Source: an optimization exercise on an open RTL-to-GDS flow (aim: small area). Production flows keep margins and buffers that such runs may drop.
The RTL was checked by simulation tests, not by an equivalence proof against the original design.
Power and IR drop assume default switching activity.

// flash_adc_encoder_top
module flash_adc_encoder_top #(parameter N = 255)(
    input               clk,
    input  [N-1:0]      therm_in,
    output reg [7:0]    code_out
);
    wire n1 = ~(therm_in[254] | therm_in[253]);
    wire n2 = ~n1;
    wire n3 = ~(therm_in[251] | therm_in[250]);
    wire n4 = ~therm_in[252];
    wire n5 = ~(n1 & n4);
    wire n6 = ~((n5 | n3) & n1);
    wire n7 = ~((n3 & therm_in[249]) | therm_in[251]);
    wire n8 = ~(n5 | n7);
    wire n9 = ~(therm_in[247] | therm_in[246]);
    wire n10 = ~(therm_in[243] | therm_in[242]);
    wire n11 = ~(therm_in[245] | therm_in[244]);
    wire n12 = ~(n9 & n11);
    wire n13 = ~((n12 | n10) & n9);
    wire n14 = ~((n9 & therm_in[245]) | therm_in[247]);
    wire n15 = ~((n10 & therm_in[241]) | therm_in[243]);
    wire n16 = ~((n12 | n15) & n14);
    wire n17 = ~(therm_in[249] | therm_in[248] | n5 | ~n3);
    wire n18 = ~((n17 & n16) | n8);
    wire n19 = ~((n17 & n13) | n6);
    wire n20 = ~((n17 & n12) | n5);
    wire n21 = ~(therm_in[239] | therm_in[238]);
    wire n22 = ~(therm_in[235] | therm_in[234]);
    wire n23 = ~(therm_in[237] | therm_in[236]);
    wire n24 = ~(n21 & n23);
    wire n25 = ~((n24 | n22) & n21);
    wire n26 = ~((n21 & therm_in[237]) | therm_in[239]);
    wire n27 = ~((n22 & therm_in[233]) | therm_in[235]);
    wire n28 = ~((n24 | n27) & n26);
    wire n29 = ~(therm_in[231] | therm_in[230]);
    wire n30 = ~(therm_in[227] | therm_in[226]);
    wire n31 = ~(therm_in[229] | therm_in[228]);
    wire n32 = ~(n29 & n31);
    wire n33 = ~((n32 | n30) & n29);
    wire n34 = ~((n29 & therm_in[229]) | therm_in[231]);
    wire n35 = ~((n30 & therm_in[225]) | therm_in[227]);
    wire n36 = ~((n32 | n35) & n34);
    wire n37 = ~(therm_in[233] | therm_in[232] | n24 | ~n22);
    wire n38 = ~((n37 & n36) | n28);
    wire n39 = ~((n37 & n33) | n25);
    wire n40 = ~((n37 & n32) | n24);
    wire n41 = ~(therm_in[241] | therm_in[240] | n12 | ~n10);
    wire n42 = ~(n17 & n41);
    wire n43 = ~((n42 | n38) & n18);
    wire n44 = ~((n42 | n39) & n19);
    wire n45 = ~((n42 | n40) & n20);
    wire n46 = ~((n42 | n37) & n17);
    wire n47 = ~(therm_in[223] | therm_in[222]);
    wire n48 = ~(therm_in[219] | therm_in[218]);
    wire n49 = ~(therm_in[221] | therm_in[220]);
    wire n50 = ~(n47 & n49);
  ...
Size in the first run: about 410 cells after synthesis, roughly 8 flip-flops, ~2200 um^2 of cells after synthesis.
==> flow/config.mk <==
export PLATFORM = sky130hd
export DESIGN_NAME = flash_adc_encoder_top
export DESIGN_NICKNAME = flash_adc_encoder_top
export VERILOG_FILES = /design/flow/design.v
export SDC_FILE = /design/flow/constraint.sdc
export NUM_CORES = 4
export LEC_CHECK = 0
export CAP_MARGIN = 20
export CORE_AREA = 2.5 2.5 87.5 87.5
export CTS_BUF_LIST = sky130_fd_sc_hd__clkbuf_2
export DIE_AREA = 0 0 90 90
export GPL_TIMING_DRIVEN = 0
export SLEW_MARGIN = 20
==> flow/constraint.sdc <==
create_clock -name core_clock -period 3.0 [get_ports {clk}]
set_input_delay 0.6000 -clock core_clock [delete_from_list [all_inputs] [get_ports {clk}]]
set_output_delay 0.6000 -clock core_clock [all_outputs]
set_load 0.01 [all_outputs]
standard.sh (not shown) runs the stock make flow with config.mk's settings and CLKGATE_MAP_FILE= SYNTH_SCRIPT=/design/flow/synth_recipe.tcl, a recipe that flattens the netlist after the stock synthesis.
==> flow/flow/run.sh <==
#!/bin/bash
# Layout flow: the standard ORFS flow, with two changes.
#  - Synthesis maps with an area-oriented ABC script (flow/abc_area.script):
#    the same ORFS synthesis otherwise, so the registers and their names match.
#  - The port buffers are sky130_fd_sc_hd__buf_1 cells.
set -euo pipefail
cd "$(dirname "$0")/.."
rm -rf scripts_own
cp -r "$FLOW_HOME/scripts" scripts_own
cp flow/abc_area.script scripts_own/abc_area.script
bash standard.sh SCRIPTS_DIR="$PWD/scripts_own" ABC_AREA=1 \
  "BUFFER_PORTS_ARGS=-buffer_cell sky130_fd_sc_hd__buf_1" \
  SKIP_CTS_REPAIR_TIMING=1 RECOVER_POWER=100 finish > standard.log 2>&1
==> flow/flow/abc_area.script <==
strash; &get -n; &st; &nf -a -R 1000 -F 8 -A 8; &put; topo; stime -c
Edit:
--- a/flow/flow/run.sh
+++ b/flow/flow/run.sh
@@ -12,2 +12 @@
-  "BUFFER_PORTS_ARGS=-buffer_cell sky130_fd_sc_hd__buf_1" \
-  SKIP_CTS_REPAIR_TIMING=1 RECOVER_POWER=100 finish > standard.log 2>&1
+  "BUFFER_PORTS_ARGS=-buffer_cell sky130_fd_sc_hd__buf_1" finish > standard.log 2>&1
CORE_AREA = 2.5 2.5 97.5 97.5   (was 2.5 2.5 87.5 87.5)
DIE_AREA = 0 0 100 100   (was 0 0 90 90)
PLACE_DENSITY = 0.8   (was not set)
SETUP_SLACK_MARGIN = -0.16   (was not set)
Outcome:
- routed wire length went up by about 1.3%
- power is higher by 1.3%
- clock power went up by about 17%
- sequential power is about the same
- synthesized area is unchanged
Edit:
CORE_AREA = 2.5 2.5 107.5 107.5   (was 2.5 2.5 97.5 97.5)
DIE_AREA = 0 0 110 110   (was 0 0 100 100)
PLACE_DENSITY = not set   (was 0.8)
SETUP_SLACK_MARGIN = not set   (was -0.16)
Synthesized area stays the same.
Routed wire length drops by 0.56%.
Final cell count climbs by 4.1%.
Power drops by 1.4%.
Final area climbs by about 1.8%.
Edit:
CORE_AREA = 2.5 2.5 87.5 87.5   (was 2.5 2.5 107.5 107.5)
DIE_AREA = 0 0 90 90   (was 0 0 110 110)
SETUP_SLACK_MARGIN = -0.16   (was not set)
Effect:
- die area fell by 33%
- total power hardly moves
- via count rose by 3.0%
- routed wire length fell by 0.99%
- count of clock-buffer cells in the layout stays the same
- utilization rose by 15 points
- sequential share of layout area rose by 0.11 points

## static timing again, ports no longer ideal
The results above use ideal ports. As a check the final layouts listed here were re-extracted and re-timed, cells and wires unchanged.
Step 1 assumes that a clkbuf_16 drives the clock port and a buf_2 every other input.
Step 2 times the ports against the registers' clock, not the clock port: input delays grow and output delays shrink by t, the midpoint of the rising clock arrivals with the driver on.
a / b / c = no drivers / after step 1 / after step 2; a / b = the first two.
run | shift t [ns] | setup slack, ns | worst setup path after step 2
the first run | 0.240 | 0.250 / 0.251 / 0.011 | input to register
the second run | 0.263 | 0.139 / 0.142 / -0.121 | input to register
the third run | 0.248 | 0.265 / 0.266 / 0.018 | input to register
the fourth run | 0.241 | 0.138 / 0.139 / -0.102 | input to register
With both steps, setup timing fails in the second run and the fourth run, where it was met with ideal ports. For the second run, which loses most, drivers alone change the setup slack by +0.003 ns; drivers and shift together by -0.260 ns.
